From an optimization exercise on the open Yosys and OpenROAD flow, aimed at small area; shortcuts taken in it are not production practice.
The RTL was checked by simulation tests, not by an equivalence proof against the original design.
No activity file was given, so power comes from the tool's default toggle rates.

===== flow/design.v =====
`timescale 1ns / 1ps
module game6#(
    MAXSCORE = 110
)
(
    input wire mode,
    input wire CLK,  
    input wire rst,  
    input wire [1:0] BTN_LR,  
    input wire [9:0] i_x,  
    input wire [8:0] i_y,  
    input wire i_animate,  
    output reg [3:0] VGA_R,  
    output reg [3:0] VGA_G,  
    output reg [3:0] VGA_B,  
    output wire endgame,  
    output wire [8:0] score,
    output wire win
    );
    localparam PW = 60;  
    localparam PH = 5;  
    localparam PY = 480 - 2*PH;  
    localparam PX = 320;  
    localparam BX = 104;
    localparam BY = 150;
    localparam BW = 30;  
    localparam BH = 10;  
    localparam IX = 320;  
    localparam IY = 470 - PH - PH - 30;  
    localparam B_SIZE = 5;  
    localparam speed_x = 5;
    localparam speed_y = 5;
    wire pix_stb = 1'b1;  
    wire [9:0] x = i_x;   
    wire [8:0] y = i_y;   
    wire animate = i_animate;   
    wire collide;  
    wire [43:0] hit_block;
    wire [21:0] col_detected;
    reg sq_a, sq_b;  
    reg sq_b1, sq_b2, sq_b3, sq_b4, sq_b5, sq_b6, sq_b7, sq_b8, sq_b9, sq_b10, sq_b11, sq_b12, sq_b13;
    reg sq_b14, sq_b15, sq_b16, sq_b17, sq_b18, sq_b19, sq_b20, sq_b21, sq_b22;
    wire [11:0] s_x, s_y;  
    wire [11:0] sq_a_x1, sq_a_x2, sq_a_y1, sq_a_y2;  
    wire [11:0] sq_b_x1, sq_b_x2, sq_b_y1, sq_b_y2;  
    wire [11:0] sq_b1_x1, sq_b1_x2, sq_b1_y1, sq_b1_y2;
    wire [11:0] sq_b2_x1, sq_b2_x2, sq_b2_y1, sq_b2_y2;
    wire [11:0] sq_b3_x1, sq_b3_x2, sq_b3_y1, sq_b3_y2;
    wire [11:0] sq_b4_x1, sq_b4_x2, sq_b4_y1, sq_b4_y2;
    wire [11:0] sq_b5_x1, sq_b5_x2, sq_b5_y1, sq_b5_y2;
    wire [11:0] sq_b6_x1, sq_b6_x2, sq_b6_y1, sq_b6_y2;
    wire [11:0] sq_b7_x1, sq_b7_x2, sq_b7_y1, sq_b7_y2;
    wire [11:0] sq_b8_x1, sq_b8_x2, sq_b8_y1, sq_b8_y2;
    wire [11:0] sq_b9_x1, sq_b9_x2, sq_b9_y1, sq_b9_y2;
    wire [11:0] sq_b10_x1, sq_b10_x2, sq_b10_y1, sq_b10_y2;
    wire [11:0] sq_b11_x1, sq_b11_x2, sq_b11_y1, sq_b11_y2;
    wire [11:0] sq_b12_x1, sq_b12_x2, sq_b12_y1, sq_b12_y2;
    wire [11:0] sq_b13_x1, sq_b13_x2, sq_b13_y1, sq_b13_y2;
    wire [11:0] sq_b14_x1, sq_b14_x2, sq_b14_y1, sq_b14_y2;
    wire [11:0] sq_b15_x1, sq_b15_x2, sq_b15_y1, sq_b15_y2;
    wire [11:0] sq_b16_x1, sq_b16_x2, sq_b16_y1, sq_b16_y2;
    wire [11:0] sq_b17_x1, sq_b17_x2, sq_b17_y1, sq_b17_y2;
    wire [11:0] sq_b18_x1, sq_b18_x2, sq_b18_y1, sq_b18_y2;
    wire [11:0] sq_b19_x1, sq_b19_x2, sq_b19_y1, sq_b19_y2;
    wire [11:0] sq_b20_x1, sq_b20_x2, sq_b20_y1, sq_b20_y2;
    wire [11:0] sq_b21_x1, sq_b21_x2, sq_b21_y1, sq_b21_y2;
    wire [11:0] sq_b22_x1, sq_b22_x2, sq_b22_y1, sq_b22_y2;
    wire active;  
    wire [1:0] com;  
    paddle #(.P_WIDTH(PW), .P_HEIGHT(PH), .IX(PX), .IY(PY)) p(
        .endgame(endgame|!mode),
        .i_clk(CLK),
        .rst(rst), 
        .i_ani_stb(pix_stb),
        .i_animate(animate),
        .BTN_LR(BTN_LR),
        .o_x1(sq_b_x1),
        .o_x2(sq_b_x2),
        .o_y1(sq_b_y1),
        .o_y2(sq_b_y2),
        .active(active),
        .com(com)
        );  
    square #(.PY(PY), .PH(PH), .IX(IX), .IY(IY), .H_SIZE(B_SIZE), .speed_x(speed_x), .speed_y(speed_y),.MAXSCORE(MAXSCORE)) b0 (
        .toggle(1),
        .com(com),
        .mode(mode),
        .start(active),
        .i_x1(sq_b_x1),
        .i_x2(sq_b_x2),
        .i_clk(CLK),
        .rst(rst), 
        .i_ani_stb(pix_stb),
        .i_animate(animate),
        .hit_block(hit_block),
        .o_x1(sq_a_x1),
        .o_x2(sq_a_x2),
        .o_y1(sq_a_y1),
        .o_y2(sq_a_y2),
        .s_x(s_x),
        .s_y(s_y),
        .endgame(endgame),
        .score(score),
        .col_detected(col_detected),
        .win_game(win)
    );  
    block #(.B_WIDTH(BW), .B_HEIGHT(BH), .IX(BX), .IY(BY)) b1(
        .i_clk(CLK),
        .rst(rst), 
        .i_ani_stb(pix_stb),
        .i_animate(animate),
        .mode(mode),
        .s_x(s_x),
        .s_y(s_y),
        .col_detected(col_detected[21]),
        .o_x1(sq_b1_x1),
        .o_x2(sq_b1_x2),
        .o_y1(sq_b1_y1),
        .o_y2(sq_b1_y2),
        .com(com),
        .hit_block(hit_block[43:42])
    );
    block #(.B_WIDTH(BW), .B_HEIGHT(BH), .IX(BX+216), .IY(BY)) b2(
        .i_clk(CLK),
        .rst(rst), 
        .i_ani_stb(pix_stb),
        .i_animate(animate),
        .mode(mode),
        .s_x(s_x),
        .s_y(s_y),
        .col_detected(col_detected[20]),
        .o_x1(sq_b2_x1),
        .o_x2(sq_b2_x2),
        .o_y1(sq_b2_y1),
        .o_y2(sq_b2_y2),
        .com(com),
        .hit_block(hit_block[41:40])
    );
    block #(.B_WIDTH(BW), .B_HEIGHT(BH), .IX(BX + 432), .IY(BY)) b3(
        .i_clk(CLK),
        .rst(rst), 
        .i_ani_stb(pix_stb),
        .i_animate(animate),
        .mode(mode),
        .s_x(s_x),
        .s_y(s_y),
        .col_detected(col_detected[19]),
        .o_x1(sq_b3_x1),
        .o_x2(sq_b3_x2),
        .o_y1(sq_b3_y1),
        .o_y2(sq_b3_y2),
        .com(com),
        .hit_block(hit_block[39:38])
    );
    block #(.B_WIDTH(BW), .B_HEIGHT(BH), .IX(BX + 216), .IY(BY + 150)) b4(
        .i_clk(CLK),
        .rst(rst), 
        .i_ani_stb(pix_stb),
        .i_animate(animate),
        .mode(mode),
        .s_x(s_x),
        .s_y(s_y),
        .col_detected(col_detected[18]),
        .o_x1(sq_b4_x1),
        .o_x2(sq_b4_x2),
        .o_y1(sq_b4_y1),
        .o_y2(sq_b4_y2),
        .com(com),
        .hit_block(hit_block[37:36])
    );
    block #(.B_WIDTH(BW), .B_HEIGHT(BH), .IX(BX + 36), .IY(BY - 25)) b5(
        .i_clk(CLK),
        .rst(rst), 
        .i_ani_stb(pix_stb),
        .i_animate(animate),
        .mode(mode),
        .s_x(s_x),
        .s_y(s_y),
        .col_detected(col_detected[17]),
        .o_x1(sq_b5_x1),
        .o_x2(sq_b5_x2),
        .o_y1(sq_b5_y1),
        .o_y2(sq_b5_y2),
        .com(com),
        .hit_block(hit_block[35:34])
    );
    block #(.B_WIDTH(BW), .B_HEIGHT(BH), .IX(BX + 36), .IY(BY + 25)) b6(
        .i_clk(CLK),
        .rst(rst), 
        .i_ani_stb(pix_stb),
        .i_animate(animate),
        .mode(mode),
        .s_x(s_x),
        .s_y(s_y),
        .col_detected(col_detected[16]),
        .o_x1(sq_b6_x1),
        .o_x2(sq_b6_x2),
        .o_y1(sq_b6_y1),
        .o_y2(sq_b6_y2),
        .com(com),
        .hit_block(hit_block[33:32])
    );
    block #(.B_WIDTH(BW), .B_HEIGHT(BH), .IX(BX + 72), .IY(BY - 50)) b7(
        .i_clk(CLK),
        .rst(rst), 
        .i_ani_stb(pix_stb),
        .i_animate(animate),
        .mode(mode),
        .s_x(s_x),
        .s_y(s_y),
        .col_detected(col_detected[15]),
        .o_x1(sq_b7_x1),
        .o_x2(sq_b7_x2),
        .o_y1(sq_b7_y1),
        .o_y2(sq_b7_y2),
        .com(com),
        .hit_block(hit_block[31:30])
    );
    block #(.B_WIDTH(BW), .B_HEIGHT(BH), .IX(BX + 72), .IY(BY + 50)) b8(
        .i_clk(CLK),
        .rst(rst), 
        .i_ani_stb(pix_stb),
        .i_animate(animate),
        .mode(mode),
        .s_x(s_x),
        .s_y(s_y),
        .col_detected(col_detected[14]),
        .o_x1(sq_b8_x1),
        .o_x2(sq_b8_x2),
        .o_y1(sq_b8_y1),
        .o_y2(sq_b8_y2),
        .com(com),
        .hit_block(hit_block[29:28])
    );
    block #(.B_WIDTH(BW), .B_HEIGHT(BH), .IX(BX + 144), .IY(BY - 50)) b9(
        .i_clk(CLK),
        .rst(rst), 
        .i_ani_stb(pix_stb),
        .i_animate(animate),
        .mode(mode),
        .s_x(s_x),
        .s_y(s_y),
        .col_detected(col_detected[13]),
        .o_x1(sq_b9_x1),
        .o_x2(sq_b9_x2),
        .o_y1(sq_b9_y1),
        .o_y2(sq_b9_y2),
        .com(com),
        .hit_block(hit_block[27:26])
    );
    block #(.B_WIDTH(BW), .B_HEIGHT(BH), .IX(BX + 144), .IY(BY + 100)) b10(
        .i_clk(CLK),
        .rst(rst), 
        .i_ani_stb(pix_stb),
        .i_animate(animate),
         .mode(mode),
        .s_x(s_x),
        .s_y(s_y),
        .col_detected(col_detected[12]),
        .o_x1(sq_b10_x1),
        .o_x2(sq_b10_x2),
        .o_y1(sq_b10_y1),
        .o_y2(sq_b10_y2),
        .com(com),
        .hit_block(hit_block[25:24])
    );
    block #(.B_WIDTH(BW), .B_HEIGHT(BH), .IX(BX + 180), .IY(BY - 25)) b11(
        .i_clk(CLK),
        .rst(rst), 
        .i_ani_stb(pix_stb),
        .i_animate(animate),
        .mode(mode),
        .s_x(s_x),
        .s_y(s_y),
        .col_detected(col_detected[11]),
        .o_x1(sq_b11_x1),
        .o_x2(sq_b11_x2),
        .o_y1(sq_b11_y1),
        .o_y2(sq_b11_y2),
        .com(com),
        .hit_block(hit_block[23:22])
    );
     block #(.B_WIDTH(BW), .B_HEIGHT(BH), .IX(BX + 180), .IY(BY + 125)) b12(
        .i_clk(CLK),
        .rst(rst), 
        .i_ani_stb(pix_stb),
        .i_animate(animate),
        .mode(mode),
        .s_x(s_x),
        .s_y(s_y),
        .col_detected(col_detected[10]),
        .o_x1(sq_b12_x1),
        .o_x2(sq_b12_x2),
        .o_y1(sq_b12_y1),
        .o_y2(sq_b12_y2),
        .com(com),
        .hit_block(hit_block[21:20])
    );
     block #(.B_WIDTH(BW), .B_HEIGHT(BH), .IX(BX + 252), .IY(BY - 25)) b13(
        .i_clk(CLK),
        .rst(rst), 
        .i_ani_stb(pix_stb),
        .i_animate(animate),
        .mode(mode),
        .s_x(s_x),
        .s_y(s_y),
        .col_detected(col_detected[9]),
        .o_x1(sq_b13_x1),
        .o_x2(sq_b13_x2),
        .o_y1(sq_b13_y1),
        .o_y2(sq_b13_y2),
        .com(com),
        .hit_block(hit_block[19:18])
    );
    block #(.B_WIDTH(BW), .B_HEIGHT(BH), .IX(BX + 252), .IY(BY + 125)) b14(
        .i_clk(CLK),
        .rst(rst), 
        .i_ani_stb(pix_stb),
        .i_animate(animate),
        .mode(mode),
        .s_x(s_x),
        .s_y(s_y),
        .col_detected(col_detected[8]),
        .o_x1(sq_b14_x1),
        .o_x2(sq_b14_x2),
        .o_y1(sq_b14_y1),
        .o_y2(sq_b14_y2),
        .com(com),
        .hit_block(hit_block[17:16])
    );
    block #(.B_WIDTH(BW), .B_HEIGHT(BH), .IX(BX + 288), .IY(BY - 50)) b15(
        .i_clk(CLK),
        .rst(rst), 
        .i_ani_stb(pix_stb),
        .i_animate(animate),
        .mode(mode),
        .s_x(s_x),
        .s_y(s_y),
        .col_detected(col_detected[7]),
        .o_x1(sq_b15_x1),
        .o_x2(sq_b15_x2),
        .o_y1(sq_b15_y1),
        .o_y2(sq_b15_y2),
        .com(com),
        .hit_block(hit_block[15:14])
    );
    block #(.B_WIDTH(BW), .B_HEIGHT(BH), .IX(BX + 288), .IY(BY + 100)) b16(
        .i_clk(CLK),
        .rst(rst), 
        .i_ani_stb(pix_stb),
        .i_animate(animate),
        .mode(mode),
        .s_x(s_x),
        .s_y(s_y),
        .col_detected(col_detected[6]),
        .o_x1(sq_b16_x1),
        .o_x2(sq_b16_x2),
        .o_y1(sq_b16_y1),
        .o_y2(sq_b16_y2),
        .com(com),
        .hit_block(hit_block[13:12])
    );
    block #(.B_WIDTH(BW), .B_HEIGHT(BH), .IX(BX + 360), .IY(BY - 50)) b17(
        .i_clk(CLK),
        .rst(rst), 
        .i_ani_stb(pix_stb),
        .i_animate(animate),
        .mode(mode),
        .s_x(s_x),
        .s_y(s_y),
        .col_detected(col_detected[5]),
        .o_x1(sq_b17_x1),
        .o_x2(sq_b17_x2),
        .o_y1(sq_b17_y1),
        .o_y2(sq_b17_y2),
        .com(com),
        .hit_block(hit_block[11:10])
    );
    block #(.B_WIDTH(BW), .B_HEIGHT(BH), .IX(BX + 360), .IY(BY + 50)) b18(
        .i_clk(CLK),
        .rst(rst), 
        .i_ani_stb(pix_stb),
        .i_animate(animate),
        .mode(mode),
        .s_x(s_x),
        .s_y(s_y),
        .col_detected(col_detected[4]),
        .o_x1(sq_b18_x1),
        .o_x2(sq_b18_x2),
        .o_y1(sq_b18_y1),
        .o_y2(sq_b18_y2),
        .com(com),
        .hit_block(hit_block[9:8])
    );
    block #(.B_WIDTH(BW), .B_HEIGHT(BH), .IX(BX + 396), .IY(BY - 25)) b19(
        .i_clk(CLK),
        .rst(rst), 
        .i_ani_stb(pix_stb),
        .i_animate(animate),
        .mode(mode),
        .s_x(s_x),
        .s_y(s_y),
        .col_detected(col_detected[3]),
        .o_x1(sq_b19_x1),
        .o_x2(sq_b19_x2),
        .o_y1(sq_b19_y1),
        .o_y2(sq_b19_y2),
        .com(com),
        .hit_block(hit_block[7:6])
    );
    block #(.B_WIDTH(BW), .B_HEIGHT(BH), .IX(BX + 396), .IY(BY + 25)) b20(
        .i_clk(CLK),
        .rst(rst), 
        .i_ani_stb(pix_stb),
        .i_animate(animate),
        .mode(mode),
        .s_x(s_x),
        .s_y(s_y),
        .col_detected(col_detected[2]),
        .o_x1(sq_b20_x1),
        .o_x2(sq_b20_x2),
        .o_y1(sq_b20_y1),
        .o_y2(sq_b20_y2),
        .com(com),
        .hit_block(hit_block[5:4])
    );
    block #(.B_WIDTH(BW), .B_HEIGHT(BH), .IX(BX + 108), .IY(BY + 75)) b21(
        .i_clk(CLK),
        .rst(rst), 
        .i_ani_stb(pix_stb),
        .i_animate(animate),
        .mode(mode),
        .s_x(s_x),
        .s_y(s_y),
        .col_detected(col_detected[1]),
        .o_x1(sq_b21_x1),
        .o_x2(sq_b21_x2),
        .o_y1(sq_b21_y1),
        .o_y2(sq_b21_y2),
        .com(com),
        .hit_block(hit_block[3:2])
    );
    block #(.B_WIDTH(BW), .B_HEIGHT(BH), .IX(BX + 324), .IY(BY + 75)) b22(
        .i_clk(CLK),
        .rst(rst), 
        .i_ani_stb(pix_stb),
        .i_animate(animate),
        .mode(mode),
        .s_x(s_x),
        .s_y(s_y),
        .col_detected(col_detected[0]),
        .o_x1(sq_b22_x1),
        .o_x2(sq_b22_x2),
        .o_y1(sq_b22_y1),
        .o_y2(sq_b22_y2),
        .com(com),
        .hit_block(hit_block[1:0])
    );
    always @ (*)
    begin
            sq_a = ((x > sq_a_x1) & (y > sq_a_y1) & (x < sq_a_x2) & (y < sq_a_y2)) ? 1 : 0;  
            sq_b = ((x > sq_b_x1) & (y > sq_b_y1) & (x < sq_b_x2) & (y < sq_b_y2)) ? 1 : 0;  
            sq_b1 = ((x > sq_b1_x1) & (y > sq_b1_y1) & (x < sq_b1_x2) & (y < sq_b1_y2)) ? 1 : 0; 
            sq_b2 = ((x > sq_b2_x1) & (y > sq_b2_y1) & (x < sq_b2_x2) & (y < sq_b2_y2)) ? 1 : 0; 
            sq_b3 = ((x > sq_b3_x1) & (y > sq_b3_y1) & (x < sq_b3_x2) & (y < sq_b3_y2)) ? 1 : 0; 
            sq_b4 = ((x > sq_b4_x1) & (y > sq_b4_y1) & (x < sq_b4_x2) & (y < sq_b4_y2)) ? 1 : 0; 
            sq_b5 = ((x > sq_b5_x1) & (y > sq_b5_y1) & (x < sq_b5_x2) & (y < sq_b5_y2)) ? 1 : 0; 
            sq_b6 = ((x > sq_b6_x1) & (y > sq_b6_y1) & (x < sq_b6_x2) & (y < sq_b6_y2)) ? 1 : 0; 
            sq_b7 = ((x > sq_b7_x1) & (y > sq_b7_y1) & (x < sq_b7_x2) & (y < sq_b7_y2)) ? 1 : 0; 
            sq_b8 = ((x > sq_b8_x1) & (y > sq_b8_y1) & (x < sq_b8_x2) & (y < sq_b8_y2)) ? 1 : 0; 
            sq_b9 = ((x > sq_b9_x1) & (y > sq_b9_y1) & (x < sq_b9_x2) & (y < sq_b9_y2)) ? 1 : 0;
            sq_b10 = ((x > sq_b10_x1) & (y > sq_b10_y1) & (x < sq_b10_x2) & (y < sq_b10_y2)) ? 1 : 0;   
            sq_b11 = ((x > sq_b11_x1) & (y > sq_b11_y1) & (x < sq_b11_x2) & (y < sq_b11_y2)) ? 1 : 0;   
            sq_b12 = ((x > sq_b12_x1) & (y > sq_b12_y1) & (x < sq_b12_x2) & (y < sq_b12_y2)) ? 1 : 0;   
            sq_b13 = ((x > sq_b13_x1) & (y > sq_b13_y1) & (x < sq_b13_x2) & (y < sq_b13_y2)) ? 1 : 0;   
            sq_b14 = ((x > sq_b14_x1) & (y > sq_b14_y1) & (x < sq_b14_x2) & (y < sq_b14_y2)) ? 1 : 0;   
            sq_b15 = ((x > sq_b15_x1) & (y > sq_b15_y1) & (x < sq_b15_x2) & (y < sq_b15_y2)) ? 1 : 0; 
            sq_b16 = ((x > sq_b16_x1) & (y > sq_b16_y1) & (x < sq_b16_x2) & (y < sq_b16_y2)) ? 1 : 0;   
            sq_b17 = ((x > sq_b17_x1) & (y > sq_b17_y1) & (x < sq_b17_x2) & (y < sq_b17_y2)) ? 1 : 0;
            sq_b18 = ((x > sq_b18_x1) & (y > sq_b18_y1) & (x < sq_b18_x2) & (y < sq_b18_y2)) ? 1 : 0;
            sq_b19 = ((x > sq_b19_x1) & (y > sq_b19_y1) & (x < sq_b19_x2) & (y < sq_b19_y2)) ? 1 : 0;
            sq_b20 = ((x > sq_b20_x1) & (y > sq_b20_y1) & (x < sq_b20_x2) & (y < sq_b20_y2)) ? 1 : 0;
            sq_b21 = ((x > sq_b21_x1) & (y > sq_b21_y1) & (x < sq_b21_x2) & (y < sq_b21_y2)) ? 1 : 0;
            sq_b22 = ((x > sq_b22_x1) & (y > sq_b22_y1) & (x < sq_b22_x2) & (y < sq_b22_y2)) ? 1 : 0;   
    end
    always @(posedge CLK)
    if (rst) begin
        VGA_R <= 4'd0;
        VGA_G <= 4'd0;
        VGA_B <= 4'd0;
    end
    else begin
        VGA_R[3] <= (sq_a | sq_b | sq_b1 |  sq_b2 |  sq_b3 |  sq_b4 |  sq_b5 |  sq_b6 |  sq_b7 |  sq_b8 |  sq_b9  | sq_b10 |  sq_b11 |  sq_b12 |  sq_b13 |  sq_b14 |  sq_b15 |  sq_b16 |  sq_b17 |  sq_b18 |  sq_b19 |  sq_b20 |  sq_b21 |  sq_b22 ); 
        VGA_G[3] <= (sq_a | sq_b | sq_b1 |  sq_b2 |  sq_b3 |  sq_b4 |  sq_b5 |  sq_b6 |  sq_b7 |  sq_b8 |  sq_b9  | sq_b10 |  sq_b11 |  sq_b12 |  sq_b13 |  sq_b14 |  sq_b15 |  sq_b16 |  sq_b17 |  sq_b18 |  sq_b19 |  sq_b20 |  sq_b21 |  sq_b22 ); 
        VGA_B[3] <= (sq_a | sq_b | sq_b1 |  sq_b2 |  sq_b3 |  sq_b4 |  sq_b5 |  sq_b6 |  sq_b7 |  sq_b8 |  sq_b9  | sq_b10 |  sq_b11 |  sq_b12 |  sq_b13 |  sq_b14 |  sq_b15 |  sq_b16 |  sq_b17 |  sq_b18 |  sq_b19 |  sq_b20 |  sq_b21 |  sq_b22 ); 
        VGA_R[2] <= (sq_a | sq_b | sq_b1 |  sq_b2 |  sq_b3 |  sq_b4 |  sq_b5 |  sq_b6 |  sq_b7 |  sq_b8 |  sq_b9  | sq_b10 |  sq_b11 |  sq_b12 |  sq_b13 |  sq_b14 |  sq_b15 |  sq_b16 |  sq_b17 |  sq_b18 |  sq_b19 |  sq_b20 |  sq_b21 |  sq_b22 ); 
        VGA_G[2] <= (sq_a | sq_b | sq_b1 |  sq_b2 |  sq_b3 |  sq_b4 |  sq_b5 |  sq_b6 |  sq_b7 |  sq_b8 |  sq_b9  | sq_b10 |  sq_b11 |  sq_b12 |  sq_b13 |  sq_b14 |  sq_b15 |  sq_b16 |  sq_b17 |  sq_b18 |  sq_b19 |  sq_b20 |  sq_b21 |  sq_b22 ); 
        VGA_B[2] <= (sq_a | sq_b | sq_b1 |  sq_b2 |  sq_b3 |  sq_b4 |  sq_b5 |  sq_b6 |  sq_b7 |  sq_b8 |  sq_b9  | sq_b10 |  sq_b11 |  sq_b12 |  sq_b13 |  sq_b14 |  sq_b15 |  sq_b16 |  sq_b17 |  sq_b18 |  sq_b19 |  sq_b20 |  sq_b21 |  sq_b22 ); 
        VGA_R[1] <= (sq_a | sq_b | sq_b1 |  sq_b2 |  sq_b3 |  sq_b4 |  sq_b5 |  sq_b6 |  sq_b7 |  sq_b8 |  sq_b9  | sq_b10 |  sq_b11 |  sq_b12 |  sq_b13 |  sq_b14 |  sq_b15 |  sq_b16 |  sq_b17 |  sq_b18 |  sq_b19 |  sq_b20 |  sq_b21 |  sq_b22 ); 
        VGA_G[1] <= (sq_a | sq_b | sq_b1 |  sq_b2 |  sq_b3 |  sq_b4 |  sq_b5 |  sq_b6 |  sq_b7 |  sq_b8 |  sq_b9  | sq_b10 |  sq_b11 |  sq_b12 |  sq_b13 |  sq_b14 |  sq_b15 |  sq_b16 |  sq_b17 |  sq_b18 |  sq_b19 |  sq_b20 |  sq_b21 |  sq_b22 ); 
        VGA_B[1] <= (sq_a | sq_b | sq_b1 |  sq_b2 |  sq_b3 |  sq_b4 |  sq_b5 |  sq_b6 |  sq_b7 |  sq_b8 |  sq_b9  | sq_b10 |  sq_b11 |  sq_b12 |  sq_b13 |  sq_b14 |  sq_b15 |  sq_b16 |  sq_b17 |  sq_b18 |  sq_b19 |  sq_b20 |  sq_b21 |  sq_b22 ); 
        VGA_R[0] <= (sq_a | sq_b | sq_b1 |  sq_b2 |  sq_b3 |  sq_b4 |  sq_b5 |  sq_b6 |  sq_b7 |  sq_b8 |  sq_b9  | sq_b10 |  sq_b11 |  sq_b12 |  sq_b13 |  sq_b14 |  sq_b15 |  sq_b16 |  sq_b17 |  sq_b18 |  sq_b19 |  sq_b20 |  sq_b21 |  sq_b22 ); 
        VGA_G[0] <= (sq_a | sq_b | sq_b1 |  sq_b2 |  sq_b3 |  sq_b4 |  sq_b5 |  sq_b6 |  sq_b7 |  sq_b8 |  sq_b9  | sq_b10 |  sq_b11 |  sq_b12 |  sq_b13 |  sq_b14 |  sq_b15 |  sq_b16 |  sq_b17 |  sq_b18 |  sq_b19 |  sq_b20 |  sq_b21 |  sq_b22 ); 
        VGA_B[0] <= (sq_a | sq_b | sq_b1 |  sq_b2 |  sq_b3 |  sq_b4 |  sq_b5 |  sq_b6 |  sq_b7 |  sq_b8 |  sq_b9  | sq_b10 |  sq_b11 |  sq_b12 |  sq_b13 |  sq_b14 |  sq_b15 |  sq_b16 |  sq_b17 |  sq_b18 |  sq_b19 |  sq_b20 |  sq_b21 |  sq_b22 ); 
    end
endmodule
`timescale 1ns / 1ps
module square #(
    PY=10,           
    PH=10,           
    H_SIZE=80,       
    IX=320,          
    IY=240,          
    IY_DIR=0,        
    D_WIDTH=640,     
    D_HEIGHT=480,     
    MAXSCORE=20,
    speed_x = 1,
    speed_y = 1
    )
    (
    input wire toggle,
    input wire [1:0] com,
    input wire mode,         
    input wire start,        
    input wire [11:0] i_x1,  
    input wire [11:0] i_x2,  
    input wire i_clk,          
    input wire rst,            
    input wire i_ani_stb,      
    input wire i_animate,      
    input wire [43:0] hit_block,
    output wire [11:0] o_x1,   
    output wire [11:0] o_x2,   
    output wire [11:0] o_y1,   
    output wire [11:0] o_y2,    
    output wire [11:0] s_x,   
    output wire [11:0] s_y,   
    output reg [13:0] score,
    output reg endgame,
    output reg [21:0] col_detected,
    output reg win_game
    );
    reg [13:0] s;
    reg [11:0] x;         
    reg [11:0] y;         
    reg y_dir;            
    reg x_dir;            
    wire [3:0] incx = speed_x, incy = speed_y;  
    assign s_x = x;
    assign s_y = y;
    assign o_x1 = x - H_SIZE;   
    assign o_x2 = x + H_SIZE;   
    assign o_y1 = y - H_SIZE;   
    assign o_y2 = y + H_SIZE;   
    reg [28:0] ctr;  
    wire [28:0] ctr_inc = ctr + 1;
    wire [28:0] ctr_nxt = (ctr_inc == 500000000) ? 29'd0 : ctr_inc;  
    integer i;
    reg hx_dir, hy_dir;
    reg [13:0] hs;
    reg [21:0] hcol;
    always @(*)
    begin
        hx_dir = x_dir;
        hy_dir = y_dir;
        hs = s;
        hcol = col_detected;
        for (i = 44; i > 1; i = i-2) begin
            if (hit_block[(i-1) -: 2] == 2'b01) begin
                hy_dir = ~hy_dir;
                hs = hs + 5;
                hcol[((i/2) -1)] = 1'b1;  end
            else if (hit_block[(i-1) -: 2] == 2'b10) begin
                hx_dir = ~hx_dir;
                hs = hs + 5;
                hcol[((i/2) - 1)] = 1'b1; end
            else if (hit_block[(i-1) -: 2] == 2'b11) begin
                hx_dir = ~hx_dir;
                hy_dir = ~hy_dir;
                hs = hs + 5;
                hcol[((i/2) - 1)] = 1'b1; end
        end
    end
    wire bottom = (y >= D_HEIGHT - H_SIZE - 1) & toggle;  
    always @ (posedge i_clk)
    if (rst) begin
        ctr <= 0;
        x <= IX;
        y <= IY;
        x_dir <= 1'b0;
        y_dir <= IY_DIR;
        col_detected <= 0;
        endgame <= 1'b0;
        s <= 0;
    end
    else begin
        ctr <= ctr_nxt;
        if (mode & endgame) begin
            x <= IX;  
            y <= IY;  
            x_dir <= ctr_nxt[0];  
            y_dir <= IY_DIR;  
        end
        if (bottom)   
        begin
            endgame <= 1;  
            x <= IX;  
            y <= IY;  
            x_dir <= ctr_nxt[0];  
            y_dir <= IY_DIR;  
        end
        if (!mode) begin  
            x <= IX;  
            y <= IY;  
            x_dir <= ctr_nxt[0];  
            y_dir <= IY_DIR;  
            col_detected <= 0;
            endgame <= 0;
            s <= 0;
        end
        if (i_animate & i_ani_stb & !endgame & mode)
        begin
            if (!bottom) begin
                x_dir <= hx_dir;
                y_dir <= hy_dir;
            end
            s <= hs;
            col_detected <= hcol;
            x <= (x_dir) ? x + incx : x - incx;   
            y <= (y_dir) ? y + incy : y - incy;   
            if (x <= H_SIZE + 1) begin   
                x_dir <= 1;   
            end
            if (x >= (D_WIDTH - H_SIZE - 1)) begin   
                x_dir <= 0;   
            end
            if (y <= H_SIZE + 1) begin  
                y_dir <= 1;   
            end
            if (y >= (D_HEIGHT - H_SIZE - 1) | ((o_y2 >= PY - PH) & (o_y2 > 0) & (o_x1 <= i_x2) & (o_x2 >= i_x1))) begin  
                y_dir <= 0;   
                if (com[1] & !com[0])
                    x_dir <= 0;
                else if (com[0] & !com[1])
                    x_dir <= 1;
            end
       end
    end
 always @(s) begin
        if (s == MAXSCORE) 
        win_game = 1;
        else 
        win_game = 0;
 end
    always @(*)
    begin
        if(!mode)begin
        score = 0;
        end
        else
        score = s;  
    end    
endmodule
`timescale 1ns / 1ps
module block
     #(
    B_WIDTH=30,  
    B_HEIGHT=5, 
    IX=20,          
    IY=20,          
    IX_DIR=0,        
    D_WIDTH=640,     
    D_HEIGHT=480,     
    S_SIZE = 5,
    BUFF = 2
    )
    (
    input wire toggle,
    input wire [1:0] com,
    input wire mode,          
    input wire start,         
    input wire [11:0] i_x1,   
    input wire [11:0] i_x2,   
    input wire i_clk,         
    input wire rst,           
    input wire i_ani_stb,     
    input wire i_animate,     
    input wire col_detected,  
    input wire [11:0] s_x,    
    input wire [11:0] s_y,    
    output reg [11:0] o_x1,   
    output reg [11:0] o_x2,   
    output reg [11:0] o_y1,   
    output reg [11:0] o_y2,   
    output reg [8:0] score,
    output reg [1:0] hit_block
    );
    reg [11:0] x;    
    reg [11:0] y;    
    always @(*)
    begin
        o_x1 = x - B_WIDTH;   
        o_x2 = x + B_WIDTH;   
        o_y1 = y - B_HEIGHT;   
        o_y2 = y + B_HEIGHT;   
    end
    reg [11:0] nx, ny;
    reg [1:0] nh;
    always @ (posedge i_clk) begin
       nx = x;
       ny = y;
       nh = hit_block;
       if (rst) begin
            nx = IX;
            ny = IY;
            nh = 2'b00;
       end
       else begin
       if(!mode)begin
            nx = IX;    
            ny = IY;    
       end
        if( (s_x <= nx + B_WIDTH + S_SIZE) && (s_x >= nx + B_WIDTH + S_SIZE - BUFF) && 
            (s_y <= ny + B_HEIGHT + S_SIZE) && (s_y >= ny - B_HEIGHT - S_SIZE) ) begin
            nh = 2'b10;
            nx = 3000;
            ny = 3000;
            end
        else if( (s_x >= nx - B_WIDTH - S_SIZE) && (s_x <= nx - B_WIDTH - S_SIZE + BUFF) &&
            (s_y <= ny + B_HEIGHT + S_SIZE) && (s_y >= ny - B_HEIGHT - S_SIZE) ) begin
           nh = 2'b10;
           nx = 3000;
           ny = 3000;
           end
        else if( (s_y <= ny + B_HEIGHT + S_SIZE) && (s_y >=ny + B_HEIGHT + S_SIZE - BUFF) &&
            (s_x <= nx + B_WIDTH + S_SIZE) && (s_x >= nx - B_WIDTH - S_SIZE) ) begin
            nh = 2'b01;
            nx = 3000;
            ny = 3000;
            end
        else if( (s_y >= ny - B_HEIGHT - S_SIZE) && (s_y <= ny - B_HEIGHT - S_SIZE + BUFF) &&
            (s_x <= nx + B_WIDTH + S_SIZE) && (s_x >= nx - B_WIDTH - S_SIZE) ) begin
           nh = 2'b01;       
           nx = 3000;
           ny = 3000;
           end
        else if( (s_x == nx - B_WIDTH - S_SIZE && (s_y == ny - B_HEIGHT - S_SIZE)) ||
                  (s_x == nx + B_WIDTH + S_SIZE && (s_y == ny - B_HEIGHT - S_SIZE)) ||
                  (s_x == nx - B_WIDTH - S_SIZE && (s_y == ny + B_HEIGHT + S_SIZE)) ||
                  (s_x == nx + B_WIDTH + S_SIZE && (s_y == ny + B_HEIGHT + S_SIZE)) ) begin
            nh = 2'b11;
            nx = 3000;
            ny = 3000;
            end
          else if(col_detected == 1) nh = 2'b00;
       end
       x <= nx;
       y <= ny;
       hit_block <= nh;
    end
endmodule
`timescale 1ns / 1ps
module paddle
    #(
    P_WIDTH=30,  
    P_HEIGHT=5, 
    IX=320,          
    IY=480,          
    IX_DIR=0,        
    D_WIDTH=640,     
    D_HEIGHT=480     
    )
    (
    input wire endgame,        
    input wire i_clk,          
    input wire rst,            
    input wire i_ani_stb,      
    input wire i_animate,      
    input wire [1:0] BTN_LR,      
    output reg [11:0] o_x1,   
    output reg [11:0] o_x2,   
    output reg [11:0] o_y1,   
    output reg [11:0] o_y2,    
    output wire active,      
    output wire [1:0] com   
    );
    assign com = BTN_LR;  
    assign active = BTN_LR[0] | BTN_LR[1];  
    reg [11:0] x;    
    reg [11:0] y;    
    always @ (posedge i_clk)
    if (rst) begin
        x <= IX;
        y <= IY;
    end
    else begin
        if (endgame)   
        begin
            x <= IX;  
            y <= IY;  
        end
        if (i_animate & i_ani_stb & !endgame)
        begin
            if (BTN_LR[0] & ! BTN_LR[1] & o_x2<=D_WIDTH)  
                x <= x + 10;  
            if (BTN_LR[1] & ! BTN_LR[0] & o_x1>=2)  
                x <= x - 10;  
        end
    end
    always @(*)
    begin
        o_x1 = x - P_WIDTH;   
        o_x2 = x + P_WIDTH;   
        o_y1 = y - P_HEIGHT;   
        o_y2 = y + P_HEIGHT;   
    end
endmodule

===== flow/run.sh =====
#!/bin/bash
# synth_recipe.tcl (not shown) runs the flow's synth.tcl, then flattens the netlist and writes it again
# the make line also repeats each setting of config.mk as NAME=value (left out here)
make -C /OpenROAD-flow-scripts/flow DESIGN_CONFIG=/design/flow/config.mk WORK_HOME=/design/flow/orfs CLKGATE_MAP_FILE= SYNTH_SCRIPT=/design/flow/synth_recipe.tcl finish

===== flow/config.mk =====
export PLATFORM = sky130hd
export DESIGN_NAME = game6
export DESIGN_NICKNAME = game6
export VERILOG_FILES = /design/flow/design.v
export SDC_FILE = /design/flow/constraint.sdc
export NUM_CORES = 4
export LEC_CHECK = 0
export CAP_MARGIN = 20
export CORE_MARGIN = 2
export CORE_UTILIZATION = 40
export SLEW_MARGIN = 20

===== flow/constraint.sdc =====
create_clock -name core_clock -period 16.0 [get_ports {CLK}]
set_input_delay 3.2000 -clock core_clock [delete_from_list [all_inputs] [get_ports {CLK}]]
set_output_delay 3.2000 -clock core_clock [all_outputs]
set_load 0.01 [all_outputs]

==> impl_metrics.json <==
{
  "critical-path-slowest-cell": "or4_1",
  "ys_ff_latch": 677,
  "fin_crit_ns": 14.89,
  "grt_util_met1": 0.339,
  "grt_pass1_wl_um": 853000,
  "core_area_um2": 420000,
  "power-per-cell-area_nw_per_um2": 47.6,
  "p_leak_nw": 75.9,
  "tritoncts": "done",
  "slew-limit-headroom": 0.200,
  "antenna_found_initial": 31,
  "reg2reg_depth": 70,
  "largest_reg_flops": 29,
  "firstDrtPassIters": 6,
  "rsz0062_at_grt": "false",
  "drt_iter0_markers": 11307,
  "gp_congestion": 0.907,
  "die_h_um": 653,
  "syn_area_per_cell_um2": 7.36,
  "synth_area_um2": 169000,
  "ys_warn_count": 27,
  "grt_use_met3": 0.0181,
  "hold_viol_final": 0,
  "outcome": "complete, no violations",
  "synth_top_cell_area_share": 0.272,
  "crit_type": "reg -> reg",
  "grt_busiest_layer": "met2",
  "crit_top_cell": "ha_1",
  "cp-start-kind": "register",
  "hp-class": "reg -> reg",
  "synthFlopType": "dfxtp_1",
  "rows": 238,
  "ios": 48,
  "path_clk_slew_ns": 0.06,
  "via_count": 160685,
  "fp.dieArea_um2": 427000,
  "grt_usage": 0.246,
  "wl_um": 546000,
  "setup_tns_ns": 0,
  "tightest_slew_ns": 1.19,
  "cts_max_level": 3,
  "grt_max_degree": 130,
  "port_buffers": 47,
  "hpwl_um": 412000,
  "start_util": 0.402,
  "netlist_top_cells_area": "ha_1 27%, xnor2_1 8.7%, dfxtp_1 8.0%",
  "top_regs": "b0.ctr (29), b0.col_detected (22), b0.s (14)",
  "synth_top_area_cell": "ha_1",
  "grt_pass1_vias": 150548,
  "final_core_util": 0.425,
  "setup_viol": 0,
  "slew_violations": 0,
  "fin_crit_sh": 0.931,
  "async_reset_ff_frac": 0,
  "use_met2": 0.410,
  "cts_hold_buf": 0,
  "synth_edf_count": 0,
  "ir_worst_vdd_v": 0.0000698,
  "drive_gt1_frac": 0.0276,
  "maxCapViolCount": 0,
  "wl_per_cell_um": 19.3,
  "cts_max_path_buffers": 4,
  "via_per_inst": 5.68,
  "grt.overflow.total": 0,
  "slowest_delay_ns": 0.55,
  "hold_depth": 2,
  "regMostFlops": "b0.ctr",
  "cp-end-kind": "register",
  "cts_buffers": 99,
  "cp.required_ns": 16.67,
  "final.setup_skew_ns": 0.0680,
  "cts-root-buf": "clkbuf_16",
  "ys_seq_area_frac": 0.0803,
  "postSynthCellCount": 22936,
  "yosysUniqueCellTypes": 115,
  "cp.arrival_ns": 15.56,
  "fin_nets": 26241,
  "route.detailed.drc": 0,
  "drtAntennaViolNets": 0,
  "area_growth_pct": 5.82,
  "clk_latency_ns": 0.88,
  "fmax_mhz": 67.2,
  "worst-path-max-fanout": 10,
  "cts.sinks": 677,
  "die_w_um": 653
}
synth_stat cells, types with 598 or more instances:
cell	instances
a21oi_1	1587
clkbuf_1	598
dfxtp_1	677
ha_1	3668
inv_1	1127
nand2_1	1929
nand2b_1	853
nand3_1	769
nand4_1	631
nor2_1	1692
nor2b_1	611
nor3_1	786
o21ai_0	1261
xnor2_1	1678
xor2_1	1351
worst paths after layout:
| check | endpoint | slack (ns) | start |
|---|---|---|---|
| max | b0.s[13] | 1.11 | b1.hit_block[1] |
| min | b0.col_detected[10] | 0.47 | b0.col_detected[10] |
| max reg2reg | b0.s[13] | 1.11 | b1.hit_block[1] |
| min reg2reg | b0.col_detected[10] | 0.47 | b0.col_detected[10] |
cell usage in the layout, fill, tap and decap left out, types with 166 or more instances in the layout:
cell and n:
nor3_1 779, nand2b_1 852, o21ai_0 1259, xnor2_1 1678
nand2_1 1929, nor4_1 248, inv_1 1122, nor2_1 1689
a21oi_1 1587, nand3_1 769, dfxtp_1 655, nand4_1 631
and3_1 318, ha_1 3668, a21o_1 533, buf_4 166
or3_1 272, xor2_1 1351, nor2b_1 611
report_power, final:
group	internal [W]	leakage [nW]	total, W	switching, W
registers	0.00175	5.48	0.00195	0.000201
logic	0.00166	68.8	0.00420	0.00254
clock network	0.00136	1.60	0.00235	0.000989
metrics by stage:
step	power [W]	instances	cell area (µm²)	hold slack [ns]	setup WS (ns)
finish	0.00850	28282	179000	0.469	1.11
global route	0.00913	28267	178000	0.496	0.0121
CTS	0.00851	28263	178000	0.474	1.12
detailed placement	0.00612	28086	175000	0.464	1.17
global placement	0.00607	28086	175000	0.462	0.968
floorplan	0.00499	22978	169000	0.443	2.12
layer usage:
| metal | vias to the layer above | routed length [µm] |
|---|---|---|
| li1 | 80930 | - |
| met1 | 75284 | 258000 |
| met2 | 3806 | 244000 |
| met3 | 653 | 27900 |
| met4 | 12 | 15700 |
| met5 | - | 80 |
kinds of logic (layout without fill, tap and decap cells):
group                    after synthesis  after routing  share of synthesized area
multiplexers                          81             81                    0.00494
AND/OR/NAND/NOR                     9071           9071                      0.279
buffers and inverters               1880           1526                     0.0422
flip-flops                           677            677                     0.0803
other                                  1             61                  0.0000222
XOR/XNOR                            3067           3067                      0.161
AO/OA/AOI/OAI                       4487           4487                      0.160
adder cells (fa/ha/maj)             3672           3672                      0.272
layout make-up:
cell class                      instances  area (µm²)
Antenna cell                           18        45.0
Clock buffer                          139        2880
Clock inverter                         38         409
Fill cell                           43526      242000
Inverter                             1131        4260
Multi-Input combinational cell      20421      148000
Sequential cell                       677       13600
Tap cell                             5640        7060
Timing Repair Buffer                  218        1940
critical path, delay by kind of cell, from the launching register on:
family | cells | cell delay [ns]
multiplexers | 1 | 0.30
AO/OA/AOI/OAI | 19 | 3.57
AND/OR/NAND/NOR | 24 | 4.26
buffers and inverters | 5 | 0.40
XOR/XNOR | 6 | 1.10
flip-flops | 1 | 0.45
adder cells (fa/ha/maj) | 15 | 4.66
timing repair:
action                                  CTS  global route
setup buffers                             0             1
resized for setup                         0             1
endpoints found under the setup margin    0             2

-- static timing again, ports no longer ideal --
In the flow no input, the clock included, has a driving cell. The finished layout below was timed again as built, in two steps. Step 1 (the two cells are an assumption about what drives the block):
set clk [get_ports {CLK}]
set_driving_cell -lib_cell sky130_fd_sc_hd__clkbuf_16 $clk
set_driving_cell -lib_cell sky130_fd_sc_hd__buf_2 [delete_from_list [all_inputs] $clk]
Step 2 times the ports against the registers' clock, not the clock port: input delays grow and output delays shrink by t, the midpoint of the rising clock arrivals with the driver on. a / b / c = ideal ports / drivers / drivers and shift; a / b = the first two.
t (ns): 0.958
setup WS [ns]: 1.110 / 1.110 / 1.110
worst setup path after step 2: register to register
slew at the worst register clock pin (ns): 0.07 / 0.07
worst data-port slew with drivers (ns): 0.16
After both steps this run still meets setup and hold. For this run, drivers alone change the setup slack by 0.000 ns; drivers and shift together by 0.000 ns.
